Background: an optimization exercise with open tools, aiming at small area and few clock cycles per item. Do not read the settings as production practice.
Function was checked by simulation only, so behaviour that the tests miss may differ from the original.

===== run.sh =====
#!/bin/bash
# synth_recipe.tcl (not shown) runs the flow's synth.tcl, then flattens the netlist and writes it again
# the make line also repeats each setting of config.mk as NAME=value (left out here)
make -C /OpenROAD-flow-scripts/flow DESIGN_CONFIG=/design/flow/config.mk WORK_HOME=/design/flow/orfs CLKGATE_MAP_FILE= SYNTH_SCRIPT=/design/flow/synth_recipe.tcl finish

===== config.mk =====
export PLATFORM = sky130hd
export DESIGN_NAME = pipeline_division
export DESIGN_NICKNAME = pipeline_division
export VERILOG_FILES = /design/flow/design.v
export SDC_FILE = /design/flow/constraint.sdc
export NUM_CORES = 4
export LEC_CHECK = 0
export CAP_MARGIN = 20
export CORE_MARGIN = 2
export CORE_UTILIZATION = 45
export PLACE_DENSITY = 0.6
export SLEW_MARGIN = 20

===== constraint.sdc =====
create_clock -name core_clock -period 5.0 [get_ports {clk_i}]
set_input_delay 1.0000 -clock core_clock [delete_from_list [all_inputs] [get_ports {clk_i}]]
set_output_delay 1.0000 -clock core_clock [all_outputs]
set_load 0.01 [all_outputs]

===== design.v =====
module pipeline_division #(
  parameter int DIVINDED_WIDTH = 32,
  parameter int DIVISOR_WIDTH  = 32
)(
  input                           clk_i,
  input                           rst_i,
  input  [DIVINDED_WIDTH - 1 : 0] divinded_i,
  input  [DIVISOR_WIDTH - 1 : 0]  divisor_i,
  input                           valid_i,
  output                          ready_o,
  output [DIVINDED_WIDTH - 1 : 0] quotient_o,
  output [DIVISOR_WIDTH - 1 : 0]  reminder_o,
  output                          valid_o,
  input                           ready_i
);
localparam int STAGES_AMOUNT   = DIVINDED_WIDTH + 2;
localparam int SHIFT_REG_WIDTH = DIVINDED_WIDTH * 2;
logic       [STAGES_AMOUNT - 1 : 0][DIVINDED_WIDTH - 1 : 0] division_stages_rh;
logic       [STAGES_AMOUNT - 1 : 0][DIVINDED_WIDTH - 1 : 0] division_stages_rl;
logic       [STAGES_AMOUNT - 1 : 0][DIVINDED_WIDTH - 1 : 0] rh_comb;
logic       [STAGES_AMOUNT - 1 : 0]                         q;
logic       [STAGES_AMOUNT - 1 : 0][DIVISOR_WIDTH - 1 : 0]  divisor_lock;
logic       [STAGES_AMOUNT - 1 : 0]                         valid_d;
always_ff @( posedge clk_i, posedge rst_i )
  if( rst_i )
    valid_d <= STAGES_AMOUNT'( 0 );
  else
    if( ready_o )
      begin
        valid_d[0] <= valid_i;
        for( int i = 1; i < STAGES_AMOUNT; i++ )
          valid_d[i] <= valid_d[i - 1];
      end
always_comb
  for( int i = 0; i < STAGES_AMOUNT; i++ )
    begin
      q[i] = division_stages_rh[i] >= divisor_lock[i];
      rh_comb[i] = division_stages_rh[i];
      if( q[i] )
        rh_comb[i] = division_stages_rh[i] - divisor_lock[i];
    end
always_ff @( posedge clk_i, posedge rst_i )
  if( rst_i )
    divisor_lock <= ( STAGES_AMOUNT * DIVISOR_WIDTH )'( 0 );
  else
    if( ready_o )
      for( int i = 0; i < STAGES_AMOUNT; i++ )
        if( i == 0 )
          divisor_lock[i] <= divisor_i;
        else
          divisor_lock[i] <= divisor_lock[i - 1];
always_ff @( posedge clk_i, posedge rst_i )
  if( rst_i )
    begin
      division_stages_rh <= ( STAGES_AMOUNT * DIVINDED_WIDTH )'( 0 );
      division_stages_rl <= ( STAGES_AMOUNT * DIVINDED_WIDTH )'( 0 );
    end
  else
    if( ready_o )
      for( int i = 0; i < STAGES_AMOUNT; i++ )
        if( i == 0 )
          begin
            division_stages_rh[i] <= DIVINDED_WIDTH'( 0 );
            division_stages_rl[i] <= divinded_i;
          end
        else
          if( i == ( STAGES_AMOUNT - 1 ) )
            begin
              division_stages_rh[i] <= rh_comb[i - 1];
              division_stages_rl[i] <= { division_stages_rl[i - 1][DIVINDED_WIDTH - 2 : 0], q[i - 1] };
            end
          else
            begin
              division_stages_rh[i] <= { rh_comb[i - 1], division_stages_rl[i - 1][DIVINDED_WIDTH - 1] };
              division_stages_rl[i] <= { division_stages_rl[i - 1][DIVINDED_WIDTH - 2 : 0], q[i - 1] };
            end
assign quotient_o = division_stages_rl[STAGES_AMOUNT - 1];
assign reminder_o = division_stages_rh[STAGES_AMOUNT - 1];
assign ready_o    = !valid_d[STAGES_AMOUNT - 1] || ready_i;
assign valid_o    = valid_d[STAGES_AMOUNT - 1];
endmodule

==> out/metrics.yaml <==
nFillCells: 38002
fin_crit_sh_pct: 84.8
syn_area_per_cell_sq_um: 8.40
grt_use_total_pct: 22.6
core_area_sq_um: 393000
cp_num_buf_inv: 2
dr.pass1.iters: 8
ant_nets: 0
report.final.slew_viol_count: 0
path_clk_slew_ps: 60
placed_cells: 25706
setup_viol: 0
synth-seq-cells: 3202
tightest_slew_ps: 1090
timing.rr.start: "division_stages_rh[864]"
cts_max_path_buffers: 4
cts_tree: "built"
vias_per_cell: 5.31
timing.fmax_mhz: 236
drc: 0
crit_path_max_fanout: 23
min_path_type: "reg2reg"
place_area_sq_um: 184000
rsz0062_at_grt: "no"
netlist_area_sq_um: 177000
nets: 21979
seq_area_frac_synth_pct: 45.2
synthDominantCellAreaShare_pct: 45.2
syn_nets: 22238
setup_tns_ps: 0
grt_max_degree: 204
stdcell_area_sq_um: 197000
die-area_sq_um: 399000
port_buffers: 133
finalHoldViolations: 0
synth.area.top_cells: "dfrtp_1 (45%), nand2_1 (12%), ha_1 (7.2%)"
maxCapViolCount: 0
synth_edf_count: 0
htree_levels: 5
crit_start: "division_stages_rh[864]"
grt_pass1_vias: 134273
cts.repair.resized: 0
fp.dieW_um: 632
num_vias: 140101
async_flop_share_pct: 100
cp-start-kind: "flop"
cts_buffers: 366
cp_cell_sequence: "inv_1 > ha_1 > fa_1 > nor2b_1 > o21ai_1 > a21oi_1 > o21a_1 > a211oi_1 > o21ai_1 > a211oi_1 > a211oi_1 > o22ai_4 > buf_4 > mux2_2 > o21ai_0"
yosysTopAreaCell: "dfrtp_1"
layout-drive-gt1-share_pct: 4.87
antenna_found_initial: 7
dp_hpwl_um: 334000
max_slew_margin_pct: 26.4
hold_start: "division_stages_rl[198]"
clock_sinks: 3202
synth_warnings: 1
fin_crit_ps: 4240
synth_flop_cell: "dfrtp_1"
cpPeakStageDelay_ps: 820
clockRootBuffer: "clkbuf_16"
seqCellArea_sq_um: 80100
final_cells: 26369
syn_inst: 21113
drtIter0Drc: 9946
cp_slowest_cell: "o22ai_4"
critical_path.top_delay_family: "compound AO/OA/AOI/OAI gates"
hold_buffers: 0
crit_type: "reg2reg"
die_h_um: 632
clock_latency_ps: 970
setup.worst_path.end_class: "flop"
run_status: "timing/DRC/antenna clean"
crit_top_cell: "a211oi_1"
critPathArrivalTime_ps: 5090
synth.distinct_cells: 96
mostFrequentLayoutCells: "nand2_1 (5484), dfrtp_1 (3202), o21ai_0 (1789)"
postCtsSetupRepairBufs: 0
syn2layout_area_growth_pct: 11.1
holdWs_ps: 453
critPathRequiredTime_ps: 5850
start_util_pct: 45.2
clock_skew_ps: 41.2
multi_input_area_sq_um: 88400
grt_pass1_wl_um: 744000
ios: 134
place_congestion: 0.897
gr-total-overflow: 0
wl_um: 456000
wl_per_cell_um: 17.3
rows: 230
layout_commonest_cell: "nand2_1"
## synthesized netlist by cell type (41+ instances only)
cell type	count
nand2_1	5484
dfrtp_1	3202
o21ai_0	1789
a21oi_1	1569
nor2_1	1474
inv_1	1312
ha_1	1025
clkbuf_1	815
a21o_1	562
xnor2_1	450
mux2i_1	350
xor2_1	291
a31oi_1	270
nor3_1	233
nand3_1	197
o21a_1	173
nand4_1	157
nor2b_1	148
o21bai_1	127
nand2b_1	116
and3_1	107
a211oi_1	103
buf_4	71
buf_2	69
buf_1	66
o211ai_1	61
or3_1	61
o31ai_1	59
o21ai_1	54
and2_1	53
a21boi_0	47
nor4_1	45
mux2_2	41
or2_2	41
## final timing paths
check                                                 to  slack, ps  depth (start not counted)
worst max register to register   division_stages_rh[897]        760                         15
worst min register to register   division_stages_rl[231]        450                          2
worst max-delay path             division_stages_rh[897]        760                         15
worst min-delay path             division_stages_rl[231]        450                          2
max in group asynchronous               divisor_lock[67]       2940                          5
min in group asynchronous       division_stages_rl[1030]        610                          2
## metal layers
metal,GRT usage [%],vias up,routed length [um]
met2,34.4,2608,197000
met4,6.20,0,12800
li1,-,70584,-
met5,0,-,0
met1,34.0,66259,227000
met3,2.43,650,19900
## cell families (layout without fill, tap and decap cells)
family	count (synthesis)	after routing	share of synthesized area, %
muxes	391	391	2.24
buffers and inverters	2335	2366	5.14
xor gates and xnor gates	741	741	3.66
DFF	3202	3202	45.2
adders and majority gates	1057	1057	7.59
and+or+nand+nor	8237	8237	19.1
AOI/OAI and AO/OA	5150	5150	17.1
other	0	5	0
## sequential cells by signal (all words and copies together), names as in the netlist
name                cells
division_stages_rh   1056
division_stages_rl   1056
divisor_lock         1056
valid_d                34
## stage by stage
stage / setup slack, ps / utilization, %
2_1_floorplan: -40580 / -
3_3_place_gp: 809 / 47.0
3_5_place_dp: 806 / 47.0
4_1_cts: 773 / 50.2
5_1_grt: 451 / 50.2
6_report: 758 / 50.2
## final cells by class
| cell class | count | area share [%] |
|---|---|---|
| multi-input cells | 15576 | 44.9 |
| flip-flops and latches | 3202 | 40.7 |
| clock buffers | 516 | 5.42 |
| well taps | 5220 | 3.32 |
| inverters | 1313 | 2.51 |
| repair buffers | 395 | 2.25 |
| clock inverters | 142 | 0.956 |
| diodes | 5 | 0.00635 |
## worst min-delay path, cell delays in order (launching register included)
cell and delay (ps):
dfrtp_1 340, nand2_1 50, nand2_1 50
Testbench counts, summed over its fixed seeds: cycles 4,136, items 4,000.

==> separate check: timing with driven ports <==
No port has a modelled driver above. Below, the same layout with a new extraction and two added sets of constraints. Step 1: set_driving_cell puts a clkbuf_16 on clk_i and a buf_2 on each other input, an assumption about the parent block. Step 2 also shifts input and output timing later by t, the mid clock arrival at the registers, as if the neighbouring blocks saw the same clock. Slacks: ideal / step 1 / step 2; pairs: ideal / step 1.
t (ns): 1.043
setup WS [ns]: 0.758 / 0.758 / 0.758
clock arrival spread, ns: 0.064 / 0.064
slew at the worst register clock pin (ns): 0.07 / 0.07
After both steps setup and hold are still met in this run. The setup slack of this run moves by 0.000 ns with the drivers and by 0.000 ns with both steps.
